What follows belongs to an exercise in optimizing a design on an open flow for small area, a short achievable clock period and few clock cycles; a production flow would make more cautious choices. At most, simulation tests tie the RTL to the original design; equivalence was not proved. No functional check of the RTL was part of runs 2 and 3. Power and IR drop assume default switching activity.

--- design.v ---
`timescale 1 ps / 1 ps
module day2pt2(
  input  logic clk,
  input  logic rst,
  input logic tvalid_rx,
  output logic tready_rx,
  input logic [7:0] tdata_rx,
  input logic tlast_rx,
  output logic tvalid_tx,
  input logic tready_tx,
  output logic [31:0] tdata_tx,
  output logic tlast_tx
);
logic [31:0] acc;
logic [31:0] pow;
logic [7:0] read_val;
logic [3:0] num_shift;
logic [7:0] red_max;
logic [7:0] blue_max;
logic [7:0] green_max;
logic is_number, is_space;
assign is_number = (tdata_rx <= 8'h39 && tdata_rx >= 8'h30);
assign is_space = (tdata_rx == 8'h20);
assign num_shift = (tdata_rx - 8'h30);
logic take;
assign take = tvalid_rx & tready_rx;
typedef enum {PARSE_FRONT, READ_NUMBER_1, READ_NUMBER_2, READ_COLOUR, OUTPUT_RESULT} state_t;
state_t state;
always @(posedge clk) begin
  if(rst) begin
    state <= PARSE_FRONT;
    acc <= '0;
    pow <= '0;
    red_max <= '0;
    blue_max <= '0;
    green_max <= '0;
    read_val <= '0;
    tready_rx <= 1'b0;
    tlast_tx <= 1'b0;
    tdata_tx <= '0;
    tvalid_tx <= 1'b0;
  end else begin
    case (state)
      PARSE_FRONT: begin
        tready_rx <= 1'b1;
        red_max <= '0;
        blue_max <= '0;
        green_max <= '0;
        if(take && tdata_rx == 8'h3A) begin
          acc <= acc + pow;
          state <= READ_NUMBER_1;
        end
        if(tready_tx) begin
          acc <= acc + pow;
          state <= OUTPUT_RESULT;
        end
      end
      READ_NUMBER_1: begin
        tready_rx <= 1'b1;
        if(take && is_number) begin
          read_val <= num_shift;
          state <= READ_NUMBER_2;
        end
        if(take && tlast_rx) begin
          state <= PARSE_FRONT;
          pow <= red_max * blue_max * green_max;
        end
      end
      READ_NUMBER_2: begin
        tready_rx <= 1'b1;
        if(take) begin
          if(is_number) begin
            read_val <= (read_val * 10) + num_shift;
          end
          state <= READ_COLOUR;
        end
      end
      READ_COLOUR: begin
        tready_rx <= 1'b1;
        if(take && ~is_space) begin
          if(8'h72 == tdata_rx && read_val > red_max) begin
            red_max <= read_val;
          end
          if(8'h62 == tdata_rx && read_val > blue_max) begin
            blue_max <= read_val;
          end
          if(8'h67 == tdata_rx && read_val > green_max) begin
            green_max <= read_val;
          end
          state <= READ_NUMBER_1;
        end
      end
      OUTPUT_RESULT: begin
        tready_rx <= 1'b0;
        tvalid_tx <= 1'b1;
        tdata_tx <= acc;
        tlast_tx <= 1'b1;
      end
      default: state <= PARSE_FRONT;
    endcase
  end
end
endmodule
--- run.sh ---
#!/bin/bash
# synth_recipe.tcl (not shown) runs the flow's synth.tcl, then flattens the netlist and writes it again
# the make line also repeats each setting of config.mk as NAME=value (left out here)
make -C /OpenROAD-flow-scripts/flow DESIGN_CONFIG=/design/flow/config.mk WORK_HOME=/design/flow/orfs CLKGATE_MAP_FILE= SYNTH_SCRIPT=/design/flow/synth_recipe.tcl finish
--- config.mk ---
export PLATFORM = sky130hd
export DESIGN_NAME = day2pt2
export DESIGN_NICKNAME = day2pt2
export VERILOG_FILES = /design/flow/design.v
export SDC_FILE = /design/flow/constraint.sdc
export NUM_CORES = 4
export LEC_CHECK = 0
export CAP_MARGIN = 20
export CORE_MARGIN = 2
export CORE_UTILIZATION = 40
export SLEW_MARGIN = 20
--- constraint.sdc ---
create_clock -name core_clock -period 10.0 [get_ports {clk}]
set_input_delay 2.0000 -clock core_clock [delete_from_list [all_inputs] [get_ports {clk}]]
set_output_delay 2.0000 -clock core_clock [all_outputs]
set_load 0.01 [all_outputs]
==> impl_metrics.py, run 1 <==
metrics = {
    "logic_synthesis": {
        "post-synth-top-area-cell": "dfxtp_1",
        "synth-seq-cells": 125,
        "synth_compound_gate_area_share_pct": 14.6,
        "synthCells": 1585,
        "share_of_the_synthesized_area_in_the_top_cell_type_pct": 19.2,
        "yosys.area_share.xor_xnor_pct": 3.09,
        "ys_dominant_reg_cell": "dfxtp_1",
        "synth_async_reset_ratio_pct": 0,
        "synth-edff-count": 0,
        "yosys.area_share.adder_pct": 32.1,
        "synthSimpleGateAreaFrac_pct": 21.5,
        "synth_fp_nets": 1859,
        "proportion_of_synthesized_area_in_mux_cells_pct": 2.34,
        "synth_most_common_cell": "nand2_1",
        "cell_variety_after_synth": 77,
        "avgSynthCellArea_um2": 8.24,
        "mappedNetlistArea_um2": 13100,
        "synth.top_cells.by_count": "nand2_1, inv_1, ha_1",
        "synth.yosys.warnings": 1,
        "ys_top_cells_by_area": "dfxtp_1, fa_1, ha_1, nand2_1, inv_1",
        "synth-seq-area-share_pct": 19.2,
        "combinational_family_with_the_most_area_after_synthesis": "adder cells",
    },
    "clock_tree": {
        "post_cts.resized_instances": 0,
        "insertion_delay_ns": 0.43,
        "cts.clk_slew.worst_paths_ns": 0.06,
        "ctsRootBufferMaster": "clkbuf_16",
        "maximum_clock_path_buffer_count": 2,
        "tritoncts_num_sinks": 125,
        "inserted_clock_buffers": 17,
        "htree_num_levels": 4,
        "cts_post_setup_buffers_inserted": 0,
        "tritoncts": "done",
        "cts.hold.buffers_added": 0,
    },
    "die": {
        "dieArea_um2": 34100,
        "fp.dieH_um": 185,
        "design.core.area_um2": 32400,
        "die_w_um": 185,
        "row_count": 66,
        "io_pins": 48,
        "starting_density_of_the_core_pct": 40.3,
    },
    "sta": {
        "timing.final.max_slew_violations": 0,
        "rsz_0062_raised_after_global_routing": "no",
        "period_minus_slack_ns": 8.74,
        "finalSetupTns_ns": 0,
        "timing.final.setup_violations": 0,
        "fmax_ghz": 0.114,
        "tightestPinTransition_ns": 1.12,
        "max-slew-margin-rel_pct": 24.9,
        "final.setup.worst_slack_ns": 1.26,
        "worst_clock_skew_ns": 0.0136,
        "hold_viol_final": 0,
        "post-route-period-util_pct": 87.4,
    },
    "drt": {
        "vias_per_cell": 5.24,
        "drt_first_iter_violations": 496,
        "ant_nets": 0,
        "count_of_tritonroute_iterations_in_the_first_routing_pass": 5,
        "wl_per_cell_um": 15.4,
        "detail_route.drc_violations": 0,
        "route.final.wire_length_um": 31600,
        "via_total_after_detailed_routing": 10800,
    },
    "critical_path": {
        "crit_path_frequent_cell": "fa_1",
        "worst_setup_path_end_kind": "flip-flop",
        "depth_of_the_worst_register_to_register_path": 29,
        "arrival_ns": 9.07,
        "slowest_delay_ns": 0.71,
        "crit_path_top_delay_cell": "dfxtp_1",
        "crit_path_max_fanout": 17,
        "startpoint_type": "flip-flop",
        "r2r_start": "red_max[0]",
        "critical_path_source": "red_max[0]",
        "critPathKind": "flip-flop to flip-flop",
        "critical_path_required_time_ns": 10.33,
    },
    "power": {
        "cellLeakagePower_nw": 6.64,
        "total_power_mw": 1.28,
        "power_per_cell_area_nw_per_um2": 88.7,
        "ir_drop_uv": 101,
    },
    "status": {
        "outcome": "complete, no violations",
    },
    "global_route": {
        "antenna_found_initial": 0,
        "first_global_vias": 10800,
        "grt_max_degree": 67,
        "grt_pass1_wl_um": 53800,
        "grt_overflow_total": 0,
        "groute.usage.overall_pct": 19.7,
    },
    "layout": {
        "final_cell_area_um2": 14400,
        "utilization_pct": 44.6,
        "fillCellCount": 3288,
        "final_nets": 1872,
        "antenna-diode-count": 0,
        "layout_cell_share_with_drive_strength_beyond_1_pct": 3.60,
        "syn_to_final_growth_pct": 10.6,
    },
    "placement": {
        "detailedPlace.worstSlack_ns": 1.26,
        "hpwl_um": 25100,
        "gpl.final_weighted_congestion": 0.921,
        "placement.io_buffers": 47,
        "dpl_cell_area_um2": 13900,
    },
    "min_path": {
        "hold-path-cell-count": 2,
        "hold_class": "flip-flop to flip-flop",
        "worst_hold_startpoint": "tdata_tx[2]",
    },
    "run": {
        "maxCapViolCount": 0,
    },
}
## cells by family (layout without fill, tap and decap cells)
| kind of cell | Yosys count | after routing |
|---|---|---|
| AO/OA/AOI/OAI | 296 | 296 |
| XOR/XNOR | 46 | 46 |
| adder cells (fa/ha/maj) | 261 | 261 |
| buffers and inverters | 246 | 272 |
| flip-flops | 125 | 125 |
| multiplexers | 30 | 30 |
| AND/OR/NAND/NOR | 581 | 581 |
## flip-flops by register name, indices dropped and copies added (netlist names)
register	flops
acc	32
tdata_tx	32
pow	24
blue_max	8
green_max	8
read_val	8
red_max	8
state	3
tlast_tx	1
tready_rx	1
## final cells by class
class	count	area, um2	share of cell area [%]
Sequential cell	125	2500	17.3
Inverter	187	702	4.86
Tap cell	442	553	3.83
Timing Repair Buffer	53	513	3.55
Clock buffer	22	464	3.22
Multi-Input combinational cell	1214	9610	66.6
Clock inverter	10	90.1	0.624
## placed cells by master (no fill, tap or decap), types with 18 or more instances in the layout
master           count
nor3_1              18
and2_1              88
inv_1              186
a21o_1              30
nand3_1             24
ha_1               138
nor2_1             132
fa_1               123
o21ai_0             32
clkdlybuf4s50_1     46
and3_1              23
xnor2_1             29
a21oi_1            125
dfxtp_1            125
nand2_1            210
mux2i_1             26
## report_power, final
part	switching [mW]	internal, mW	leakage, nW
combinational	0.109	0.0585	5.36
sequential	0.0123	0.506	1.01
clock	0.240	0.354	0.266
total	0.361	0.919	6.64
## metal layers
| metal | vias up | global-route usage (%) | part of all wire (%) |
|---|---|---|---|
| li1 | 5339 | - | - |
| met1 | 5173 | 25.9 | 47 |
| met2 | 191 | 33.2 | 47 |
| met3 | 51 | 2.67 | 3.0 |
| met4 | 0 | 6.95 | 2.2 |
| met5 | - | 0 | 0 |
## stage by stage
stage | cells | hold WS (ns)
detailed placement | 2021 | 0.446
finish | 2053 | 0.450
global placement | 2021 | 0.443
floorplan | 1585 | 0.436
CTS | 2053 | 0.454
global route | 2053 | 0.466
## critical path, delay by kind of cell, from the launching register on
kind	cells	cell delay, ns
AOI/OAI and AO/OA	6	1.31
and+or+nand+nor	5	0.83
xor gates and xnor gates	1	0.53
DFF	1	0.71
buffers and inverters	7	0.35
adders and majority gates	10	4.90
## final timing paths
path	to	slack, ns
max reg2reg	pow[23]	1.26
min	tdata_tx[2]	0.45
min reg2reg	tdata_tx[2]	0.45
max	pow[23]	1.26
Testbench counts, summed over its fixed seeds: cycles 53,556.
==> inputs of run 2 (changes only) <==
==> design.v (replaced) <==
`timescale 1 ps / 1 ps
module day2pt2(
  input  logic clk,
  input  logic rst,
  input logic tvalid_rx,
  output logic tready_rx,
  input logic [7:0] tdata_rx,
  input logic tlast_rx,
  output logic tvalid_tx,
  input logic tready_tx,
  output logic [31:0] tdata_tx,
  output logic tlast_tx
);
logic take;
assign take = tvalid_rx & tready_rx;
logic is_digit;
assign is_digit = ~tdata_rx[6] & tdata_rx[4] & ~(tdata_rx[3] & tdata_rx[1]);
logic       prevd;       
logic       sp;          
logic [7:0] v;           
logic       pR, pG, pB;  
logic       urgent;      
logic       end_flag;    
logic [6:0] mR, mG, mB;
logic [6:0] A;
logic [3:0] ph;
logic [31:0] acc;
logic        c1, c2;
logic pending, blocked, go, s1, s2, s1_last, s2_last;
assign pending = pR | pG | pB;
assign blocked = (ph != 4'd0);
assign go      = end_flag & ~blocked & ~pending;
assign s1      = go | (ph != 4'd0 && ph <= 4'd6);
assign s1_last = (ph == 4'd6);
assign s2      = (ph >= 4'd7);
assign s2_last = (ph == 4'd13);
logic commit;
assign commit = pending & ~blocked;
logic [6:0] msel;
assign msel = pR ? mR : (pG ? mG : mB);
logic gt;
assign gt = v[6:0] > msel;
logic [6:0] vbin;
assign vbin = v[7:4] * 4'd10 + v[3:0];
logic [7:0] sum1;
assign sum1 = {1'b0, A} + (mG[0] ? mR : 7'd0);
logic [19:0] T;
assign T = {mR[5:0], A, mG};
logic [19:0] addend;
assign addend = (s2 & mB[0]) ? T : 20'd0;
logic [10:0] a0;
logic [10:0] a1;
logic [11:0] a2;
assign a0 = {1'b0, acc[9:0]} + {1'b0, addend[9:0]};
assign a1 = {1'b0, acc[19:10]} + {1'b0, addend[19:10]} + {10'd0, c1};
assign a2 = acc[31:20] + {11'd0, c2};
logic [3:0] ph_n;
always_comb begin
  if (go) ph_n = 4'd1;
  else if (s2_last) ph_n = 4'd0;
  else if (ph != 4'd0) ph_n = ph + 4'd1;
  else ph_n = 4'd0;
end
logic pR_n, pG_n, pB_n, pend_n, urgent_n, end_n;
logic newc;
assign newc = take & sp;
assign pR_n = newc ? ( tdata_rx[4])                : (pR & ~commit);
assign pG_n = newc ? (~tdata_rx[4] &  tdata_rx[0]) : (pG & ~commit);
assign pB_n = newc ? (~tdata_rx[4] & ~tdata_rx[0]) : (pB & ~commit);
assign pend_n   = pR_n | pG_n | pB_n;
assign urgent_n = pend_n & pending & (urgent | (take & ~tdata_rx[6]));
assign end_n    = (end_flag & ~go) | (take & tlast_rx);
logic stall_n;
assign stall_n = (pend_n & urgent_n & (ph_n != 4'd0)) |
                 (end_n & ((ph_n != 4'd0) | pend_n));
logic done;
assign done = tready_tx & ~end_flag & ~blocked & ~c1 & ~c2;
always @(posedge clk) begin
  if (rst) begin
    prevd <= 1'b0;
    sp <= 1'b0;
    pR <= 1'b0;
    pG <= 1'b0;
    pB <= 1'b0;
    urgent <= 1'b0;
    end_flag <= 1'b0;
    ph <= 4'd0;
    tready_rx <= 1'b0;
    tvalid_tx <= 1'b0;
  end else begin
    if (take) begin
      prevd <= is_digit;
      sp <= prevd & ~tdata_rx[4];
    end
    pR <= pR_n;
    pG <= pG_n;
    pB <= pB_n;
    urgent <= urgent_n;
    end_flag <= end_n;
    ph <= ph_n;
    tready_rx <= ~stall_n;
    tvalid_tx <= tvalid_tx | done;
  end
end
always @(posedge clk) begin
  if (take & is_digit)
    v <= prevd ? {v[3:0], tdata_rx[3:0]} : {4'd0, tdata_rx[3:0]};
  else if (take & prevd & ~tdata_rx[4])
    v <= {1'b0, vbin};
end
always @(posedge clk) begin
  if (rst) begin
    mR <= '0;
    mG <= '0;
    mB <= '0;
    A  <= '0;
  end else begin
    if (s1) begin
      A  <= sum1[7:1];
      mG <= {sum1[0], mG[6:1]};
      if (s1_last) mR <= '0;
    end else if (s2) begin
      mB <= {1'b0, mB[6:1]};
      if (s2_last) begin
        mR <= '0;
        A  <= '0;
        mG <= '0;
      end else begin
        {mR[5:0], A, mG} <= {T[18:0], 1'b0};
      end
    end else if (commit & gt) begin
      if (pR) mR <= v[6:0];
      if (pG) mG <= v[6:0];
      if (pB) mB <= v[6:0];
    end
  end
end
always @(posedge clk) begin
  if (rst) begin
    acc <= '0;
    c1 <= 1'b0;
    c2 <= 1'b0;
  end else begin
    acc <= {a2, a1[9:0], a0[9:0]};
    c1 <= a0[10];
    c2 <= a1[10];
  end
end
assign tdata_tx = acc;
assign tlast_tx = tvalid_tx;
endmodule
==> run 2 against run 1 <==
Critical path depth is 23 lower. Sequential share of layout area is 11 points higher. Worst setup slack better by 4.8 ns. Worst hold slack better by 0.013 ns. Register-to-register slack better by 5.2 ns. Core utilization is 3.6 points higher. Clock power is 36% lower. Combinational power is 13% higher. Sequential power is 22% lower. Power is 24% lower. Critical endpoint is now v[1]. Largest cell class unchanged.
==> impl_metrics.py, run 2 <==
metrics = {
    "logic_synthesis": {
        "synth_fp_nets": 674,
        "synth_async_reset_ratio_pct": 0,
        "proportion_of_synthesized_area_in_mux_cells_pct": 2.90,
        "combinational_family_with_the_most_area_after_synthesis": "simple AND/OR/NAND/NOR gates",
        "avgSynthCellArea_um2": 8.62,
        "ys_top_cells_by_area": "dfxtp_1, ha_1, nor2_1, a21oi_1, edfxtp_1",
        "synthSimpleGateAreaFrac_pct": 22.1,
        "share_of_the_synthesized_area_in_the_top_cell_type_pct": 28.6,
        "yosys.area_share.adder_pct": 13.0,
        "post-synth-top-area-cell": "dfxtp_1",
        "synth.top_cells.by_count": "dfxtp_1, nor2_1, a21oi_1",
        "synthCells": 610,
        "yosys.area_share.xor_xnor_pct": 4.50,
        "cell_variety_after_synth": 59,
        "synth-seq-cells": 83,
        "synth_compound_gate_area_share_pct": 19.3,
        "synth-edff-count": 8,
        "synth-seq-area-share_pct": 33.1,
        "synth_most_common_cell": "dfxtp_1",
        "mappedNetlistArea_um2": 5260,
        "synth.yosys.warnings": 1,
        "ys_dominant_reg_cell": "dfxtp_1",
    },
    "drt": {
        "detail_route.drc_violations": 0,
        "vias_per_cell": 5.40,
        "wl_per_cell_um": 14.9,
        "drt_first_iter_violations": 280,
        "via_total_after_detailed_routing": 4409,
        "ant_nets": 0,
        "route.final.wire_length_um": 12100,
        "count_of_tritonroute_iterations_in_the_first_routing_pass": 5,
    },
    "clock_tree": {
        "insertion_delay_ns": 0.34,
        "post_cts.resized_instances": 0,
        "cts_post_setup_buffers_inserted": 0,
        "tritoncts_num_sinks": 83,
        "cts.clk_slew.worst_paths_ns": 0.06,
        "inserted_clock_buffers": 9,
        "ctsRootBufferMaster": "clkbuf_16",
        "tritoncts": "done",
        "cts.hold.buffers_added": 0,
        "maximum_clock_path_buffer_count": 2,
        "htree_num_levels": 3,
    },
    "layout": {
        "layout_cell_share_with_drive_strength_beyond_1_pct": 6.51,
        "regMostFlops": "acc",
        "fillCellCount": 1282,
        "flip_flop_count_of_the_largest_register_after_layout": 32,
        "most-common-layout-cells": "dfxtp_1, nor2_1, a21oi_1",
        "antenna-diode-count": 0,
        "syn_to_final_growth_pct": 16.5,
        "multi_input_comb_area_um2": 3260,
        "seqCellArea_um2": 1740,
        "most_common_library_cell_in_the_layout_ignoring_fill_and_taps": "dfxtp_1",
        "final_cell_area_um2": 6130,
        "top_regs": "acc (32), v (8)",
        "final_nets": 704,
    },
    "sta": {
        "max-slew-margin-rel_pct": 37.7,
        "period_minus_slack_ns": 3.90,
        "finalSetupTns_ns": 0,
        "timing.final.setup_violations": 0,
        "worst_clock_skew_ns": 0.00467,
        "post-route-period-util_pct": 39.0,
        "fmax_ghz": 0.257,
        "timing.final.max_slew_violations": 0,
        "hold_viol_final": 0,
        "rsz_0062_raised_after_global_routing": "no",
        "tightestPinTransition_ns": 0.934,
    },
    "die": {
        "die_w_um": 119,
        "fp.dieH_um": 119,
        "io_pins": 48,
        "starting_density_of_the_core_pct": 41.3,
        "row_count": 41,
        "dieArea_um2": 14100,
        "design.core.area_um2": 12700,
    },
    "global_route": {
        "use_met2_pct": 30.1,
        "groute.usage.overall_pct": 17.9,
        "first_global_vias": 4276,
        "antenna_found_initial": 0,
        "global_route.usage.met3_pct": 3.04,
        "use_met1_pct": 23.2,
        "grt_max_degree": 85,
        "grt_busiest_layer": "met2",
        "grt_pass1_wl_um": 20500,
        "grt_overflow_total": 0,
    },
    "power": {
        "power_frac_clock_pct": 39.3,
        "power_per_cell_area_nw_per_um2": 159,
        "internal-power_mw": 0.689,
        "p_sw_mw": 0.284,
        "share_comb_of_total_power_pct": 19.3,
        "share_seq_of_total_power_pct": 41.4,
        "cellLeakagePower_nw": 2.49,
        "ir_drop_uv": 79.3,
        "switching_share_pct": 29.2,
    },
    "run": {
        "maxCapViolCount": 0,
    },
    "status": {
        "outcome": "complete, no violations",
    },
    "critical_path": {
        "critPathKind": "primary input to flip-flop",
        "worst_setup_path_end_kind": "flip-flop",
        "arrival_ns": 3.91,
        "crit_path_max_fanout": 13,
        "critical_path_required_time_ns": 10.01,
        "startpoint_type": "primary input",
    },
    "placement": {
        "hpwl_um": 8490,
        "dpl_cell_area_um2": 5790,
        "placement.io_buffers": 45,
        "gpl.final_weighted_congestion": 0.841,
    },
    "min_path": {
        "hold_class": "flip-flop to flip-flop",
    },
}
[run 2: worst paths after layout]
path / startpoint / endpoint / slack [ns] / depth (start not counted)
setup reg to reg: ph[1] / acc[18] / 6.46 / 13
hold reg to reg: sp / sp / 0.46 / 2
setup / recovery: tvalid_rx / v[1] / 6.10 / 6
hold / removal: sp / sp / 0.46 / 2
[run 2: layout make-up]
cell class              instances  share of cell area (%)
clock buffers                  11                    3.80
clock inverters                 5                    1.65
inverters                      26                    1.59
multi-input cells             470                    53.1
flip-flops and latches         83                    28.4
well taps                     172                    3.51
repair buffers                 50                    7.88
[run 2: power by group through the flow]
stage,clock (mW),combinational (mW),sequential [mW]
finish,0.383,0.188,0.403
global route,0.403,0.213,0.408
floorplan,0,0.155,0.395
detailed placement,0,0.187,0.410
global placement,0,0.181,0.410
CTS,0.390,0.188,0.403
[run 2: worst max-delay path, cell delays in order]
cell and delay [ns]:
clkdlybuf4s50_1 0.53, nand2_1 0.12, nor2_1 0.15, nand2_1 0.11, a21oi_1 0.59, nand2b_1 0.41
[run 2: cells by family after synthesis]
logic type | after synthesis
DFF | 83
and+or+nand+nor | 230
muxes | 15
adders and majority gates | 51
xor gates and xnor gates | 27
AOI/OAI and AO/OA | 147
buffers and inverters | 57
[run 2: layer usage]
| metal | vias up | routed length [um] | share of wire [%] |
|---|---|---|---|
| met5 | - | 0 | 0 |
| met4 | 0 | 172 | 1.4 |
| met3 | 12 | 389 | 3.2 |
| met2 | 80 | 5750 | 47 |
| met1 | 2072 | 5830 | 48 |
| li1 | 2245 | - | - |
[run 2: through the flow]
stage / setup slack [ns] / hold slack, ns / total power, mW / util [%] / std cells
after floorplan: 6.86 / 0.437 / 0.550 / - / 610
after global placement: 5.78 / 0.444 / 0.591 / 45.5 / 801
after detailed placement: 5.75 / 0.452 / 0.597 / 45.5 / 801
after CTS: 6.12 / 0.462 / 0.981 / 48.2 / 817
after global routing: 5.91 / 0.491 / 1.02 / 48.2 / 817
final: 6.10 / 0.463 / 0.973 / 48.2 / 817
==> inputs of run 3 (changes only) <==
--- a/design.v
+++ b/design.v
@@ -13,2 +13,3 @@
 );
+localparam logic [31:0] CUT = 32'h0410_8420;  
 logic take;
@@ -27,4 +28,4 @@
 logic [31:0] acc;
-logic        c1, c2;
-logic pending, blocked, go, s1, s2, s1_last, s2_last;
+logic [31:0] cr;         
+logic pending, blocked, go, s1, s1_last, s2, s2_last;
 assign pending = pR | pG | pB;
@@ -39,19 +40,67 @@
 logic [6:0] msel;
-assign msel = pR ? mR : (pG ? mG : mB);
+assign msel = ({7{pR}} & mR) | ({7{pG}} & mG) | ({7{pB}} & mB);
 logic gt;
-assign gt = v[6:0] > msel;
+always_comb begin
+  logic g, e;
+  g = 1'b0; e = 1'b1;
+  for (int i = 6; i >= 0; i--) begin
+    g = g | (e & v[i] & ~msel[i]);
+    e = e & ~(v[i] ^ msel[i]);
+  end
+  gt = g;
+end
 logic [6:0] vbin;
-assign vbin = v[7:4] * 4'd10 + v[3:0];
+always_comb begin
+  logic [6:0] x, y, z, s;
+  logic c;
+  x = {v[7:4], 3'b0};
+  y = {2'b0, v[7:4], 1'b0};
+  z = {3'b0, v[3:0]};
+  c = 1'b0;
+  for (int i = 0; i < 7; i++) begin
+    s[i] = x[i] ^ y[i] ^ z[i];
+  end
+  vbin = '0;
+  begin
+    logic [6:0] cs;
+    cs[0] = 1'b0;
+    for (int i = 0; i < 6; i++) cs[i+1] = (x[i] & y[i]) | (x[i] & z[i]) | (y[i] & z[i]);
+    for (int i = 0; i < 7; i++) begin
+      vbin[i] = s[i] ^ cs[i] ^ c;
+      c = (s[i] & cs[i]) | (s[i] & c) | (cs[i] & c);
+    end
+  end
+end
 logic [7:0] sum1;
-assign sum1 = {1'b0, A} + (mG[0] ? mR : 7'd0);
+always_comb begin
+  logic c, b;
+  c = 1'b0;
+  for (int i = 0; i < 7; i++) begin
+    b = mG[0] & mR[i];
+    sum1[i] = A[i] ^ b ^ c;
+    c = (A[i] & b) | (A[i] & c) | (b & c);
+  end
+  sum1[7] = c;
+end
 logic [19:0] T;
 assign T = {mR[5:0], A, mG};
-logic [19:0] addend;
-assign addend = (s2 & mB[0]) ? T : 20'd0;
-logic [10:0] a0;
-logic [10:0] a1;
-logic [11:0] a2;
-assign a0 = {1'b0, acc[9:0]} + {1'b0, addend[9:0]};
-assign a1 = {1'b0, acc[19:10]} + {1'b0, addend[19:10]} + {10'd0, c1};
-assign a2 = acc[31:20] + {11'd0, c2};
+logic [31:0] addend;
+assign addend = {12'd0, T & {20{s2 & mB[0]}}};
+logic [31:0] accn;
+logic [31:0] crn;
+always_comb begin
+  logic c;
+  c = 1'b0;
+  crn = '0;
+  for (int i = 0; i < 32; i++) begin
+    if (CUT[i]) begin
+      crn[i] = c;
+      c = cr[i];
+    end
+    accn[i] = acc[i] ^ addend[i] ^ c;
+    c = (acc[i] & addend[i]) | (acc[i] & c) | (addend[i] & c);
+  end
+end
+logic carries;
+assign carries = |(cr & CUT);
 logic [3:0] ph_n;
@@ -76,3 +125,3 @@
 logic done;
-assign done = tready_tx & ~end_flag & ~blocked & ~c1 & ~c2;
+assign done = tready_tx & ~end_flag & ~blocked & ~carries;
 always @(posedge clk) begin
@@ -140,8 +189,6 @@
     acc <= '0;
-    c1 <= 1'b0;
-    c2 <= 1'b0;
+    cr <= '0;
   end else begin
-    acc <= {a2, a1[9:0], a0[9:0]};
-    c1 <= a0[10];
-    c2 <= a1[10];
+    acc <= accn;
+    cr <= crn & CUT;
   end
==> run 3 against run 2 <==
Clock power down 9.4%. Worst hold slack better by 0.0085 ns. Critical path depth unchanged. Critical path type unchanged. Clock skew up 0.0021 ns. Cell count down 19%. Via count down 20%. Sequential share of layout area up 4.4 points. Non-clock buffer count down 1. Largest power group unchanged. Sequential power up 1%. Routed wire length down 14%. Global-route usage down 0.52 points.
==> impl_metrics.py, run 3 <==
metrics = {
    "global_route": {
        "groute.usage.overall_pct": 17.4,
        "grt_pass1_wl_um": 17300,
        "grt_overflow_total": 0,
        "grt_max_degree": 77,
        "antenna_found_initial": 0,
        "first_global_vias": 3431,
    },
    "critical_path": {
        "critPathKind": "primary input to flip-flop",
        "crit_path_max_fanout": 12,
        "path_cells": "clkdlybuf4s50_1 -> nand2_1 -> nor2_1 -> nand2_1 -> a21oi_1 -> nand2b_1",
        "critical_path_required_time_ns": 10.01,
        "critical_path.n_buffers_inverters": 1,
        "crit_path_top_delay_cell": "a21oi_1",
        "worst_setup_path_end_kind": "flip-flop",
        "slowest_delay_ns": 0.63,
        "startpoint_type": "primary input",
        "crit_path_frequent_cell": "nand2_1",
        "critical_path.top_delay_family": "simple AND/OR/NAND/NOR gates",
        "arrival_ns": 3.96,
    },
    "layout": {
        "stdcell_count": 664,
        "fillCellCount": 1105,
        "flip_flop_count_of_the_largest_register_after_layout": 32,
        "most-common-layout-cells": "dfxtp_1, nand2_1, clkdlybuf4s50_1",
        "final_nets": 580,
        "syn_to_final_growth_pct": 17.8,
        "final_cell_area_um2": 5490,
        "antenna-diode-count": 0,
        "layout_cell_share_with_drive_strength_beyond_1_pct": 5.95,
        "regMostFlops": "acc",
        "most_common_library_cell_in_the_layout_ignoring_fill_and_taps": "dfxtp_1",
        "top_regs": "acc (32), v (8)",
        "utilization_pct": 48.1,
    },
    "sta": {
        "final.setup.worst_slack_ns": 6.05,
        "timing.final.max_slew_violations": 0,
        "worst_clock_skew_ns": 0.00680,
        "rsz_0062_raised_after_global_routing": "no",
        "hold_viol_final": 0,
        "period_minus_slack_ns": 3.95,
        "post-route-period-util_pct": 39.5,
        "tightestPinTransition_ns": 1.02,
        "finalSetupTns_ns": 0,
        "timing.final.setup_violations": 0,
        "fmax_ghz": 0.253,
        "max-slew-margin-rel_pct": 31.9,
    },
    "drt": {
        "via_total_after_detailed_routing": 3549,
        "wl_per_cell_um": 15.7,
        "route.final.wire_length_um": 10400,
        "detail_route.drc_violations": 0,
        "ant_nets": 0,
        "drt_first_iter_violations": 255,
        "count_of_tritonroute_iterations_in_the_first_routing_pass": 5,
        "vias_per_cell": 5.34,
    },
    "logic_synthesis": {
        "synth-seq-area-share_pct": 38.6,
        "synthCells": 485,
        "synth_most_common_cell": "dfxtp_1",
        "synth-seq-cells": 86,
        "synth_async_reset_ratio_pct": 0,
        "cell_variety_after_synth": 57,
        "avgSynthCellArea_um2": 9.61,
        "post-synth-top-area-cell": "dfxtp_1",
        "synth.top_cells.by_count": "dfxtp_1, nand2_1, nor2_1",
        "ys_dominant_reg_cell": "dfxtp_1",
        "synth_fp_nets": 549,
        "mappedNetlistArea_um2": 4660,
        "ys_top_cells_by_area": "dfxtp_1, fa_1, ha_1, edfxtp_1, nand2_1",
        "synth-edff-count": 8,
        "synth.yosys.warnings": 1,
        "share_of_the_synthesized_area_in_the_top_cell_type_pct": 33.5,
    },
    "power": {
        "switching_share_pct": 28.8,
        "power_frac_clock_pct": 38.2,
        "cellLeakagePower_nw": 2.13,
        "power_per_cell_area_nw_per_um2": 166,
        "share_comb_of_total_power_pct": 16.9,
        "internal-power_mw": 0.648,
        "p_sw_mw": 0.262,
        "share_seq_of_total_power_pct": 44.9,
        "ir_drop_uv": 142,
    },
    "placement": {
        "detailedPlace.worstSlack_ns": 5.66,
        "hpwl_um": 7290,
        "post_place_cells": 648,
        "placement.io_buffers": 45,
        "gpl.final_weighted_congestion": 0.846,
        "dpl_cell_area_um2": 5180,
    },
    "die": {
        "design.core.area_um2": 11400,
        "starting_density_of_the_core_pct": 40.8,
        "row_count": 39,
        "fp.dieH_um": 112,
        "io_pins": 48,
        "dieArea_um2": 12500,
        "die_w_um": 112,
    },
    "clock_tree": {
        "htree_num_levels": 3,
        "post_cts.resized_instances": 0,
        "cts_post_setup_buffers_inserted": 0,
        "tritoncts_num_sinks": 86,
        "ctsRootBufferMaster": "clkbuf_16",
        "cts.hold.buffers_added": 0,
        "maximum_clock_path_buffer_count": 2,
        "tritoncts": "done",
        "cts.clk_slew.worst_paths_ns": 0.06,
        "inserted_clock_buffers": 9,
        "insertion_delay_ns": 0.35,
    },
    "min_path": {
        "hold_class": "flip-flop to flip-flop",
    },
    "run": {
        "maxCapViolCount": 0,
    },
    "status": {
        "outcome": "complete, no violations",
    },
}
==> run 3: stage by stage <==
step / total power, mW / hold slack, ns
detailed placement: 0.568 / 0.467
CTS: 0.920 / 0.475
global route: 0.961 / 0.496
floorplan: 0.525 / 0.445
global placement: 0.565 / 0.455
finish: 0.909 / 0.471
==> run 3: tightest hold or removal path, delay by kind of cell, from the launching register on <==
kind	cells	cell delay (ns)
DFF	1	0.32
and+or+nand+nor	1	0.05
AOI/OAI and AO/OA	1	0.05
==> run 3: routing by layer <==
layer | wire, um | global-route usage, % | share of wire [%] | vias to the layer above
li1 | - | - | - | 1734
met1 | 4780 | 22.6 | 46 | 1701
met2 | 4900 | 28.2 | 47 | 96
met3 | 474 | 4.14 | 4.5 | 18
met4 | 265 | 6.91 | 2.5 | 0
met5 | 0 | 0 | 0 | -
==> run 3: layout make-up <==
cell class / count / area (um2) / area share, %
inverter: 34 / 128 / 2.32
multi-input combinational: 336 / 2600 / 47.3
timing repair buffer: 49 / 475 / 8.65
tap: 143 / 179 / 3.26
clock buffer: 11 / 254 / 4.62
sequential: 86 / 1800 / 32.8
clock inverter: 5 / 55.1 / 1.00
==> run 3: path summary, 6_finish.rpt <==
path	from	endpoint	slack, ns	cells past startpoint
max	tvalid_rx	v[7]	6.05	6
min	sp	sp	0.47	2
max reg2reg	mG[0]	A[5]	6.44	12
min reg2reg	sp	sp	0.47	2
==> run 3: logic make-up after synthesis <==
group	count (synthesis)	synth area share, %
adders and majority gates	51	18.4
DFF	86	38.6
buffers and inverters	63	5.58
muxes	15	3.27
AOI/OAI and AO/OA	82	14.2
and+or+nand+nor	182	18.8
xor gates and xnor gates	6	1.13
==> run 3: power by group through the flow <==
| stage | clock network, mW | logic [mW] | registers [mW] |
|---|---|---|---|
| global route | 0.372 | 0.177 | 0.412 |
| CTS | 0.359 | 0.154 | 0.408 |
| finish | 0.347 | 0.154 | 0.408 |
| global placement | 0 | 0.150 | 0.415 |
| detailed placement | 0 | 0.153 | 0.415 |
| floorplan | 0 | 0.123 | 0.402 |

==> separate check: timing with driven ports <==
The results above use ideal ports. As a check the final layouts listed here were re-extracted and re-timed, cells and wires unchanged. Step 1 sets driving cells, clkbuf_16 on the clock port and buf_2 on the other inputs (assumed; they add their load-dependent delay and slew). Step 2, shift: input delay + t, output delay - t, t = (earliest + latest rising clock arrival at the registers) / 2. This alone moves slack from input paths to output paths. Slacks: ideal / step 1 / step 2; pairs: ideal / step 1.
| run | shift t [ns] | setup WS [ns] | worst hold slack (ns) |
|---|---|---|---|
| run 1 | 0.479 | 1.264 / 1.264 / 1.264 | 0.450 / 0.450 / 0.450 |
| run 2 | 0.378 | 6.105 / 6.117 / 5.739 | 0.463 / 0.463 / 0.463 |
| run 3 | 0.383 | 6.049 / 6.060 / 5.678 | 0.471 / 0.471 / 0.471 |
After both steps every run listed still meets setup and hold. The setup slack of run 3, which loses most, moves by +0.011 ns with the drivers and by -0.371 ns with both steps.
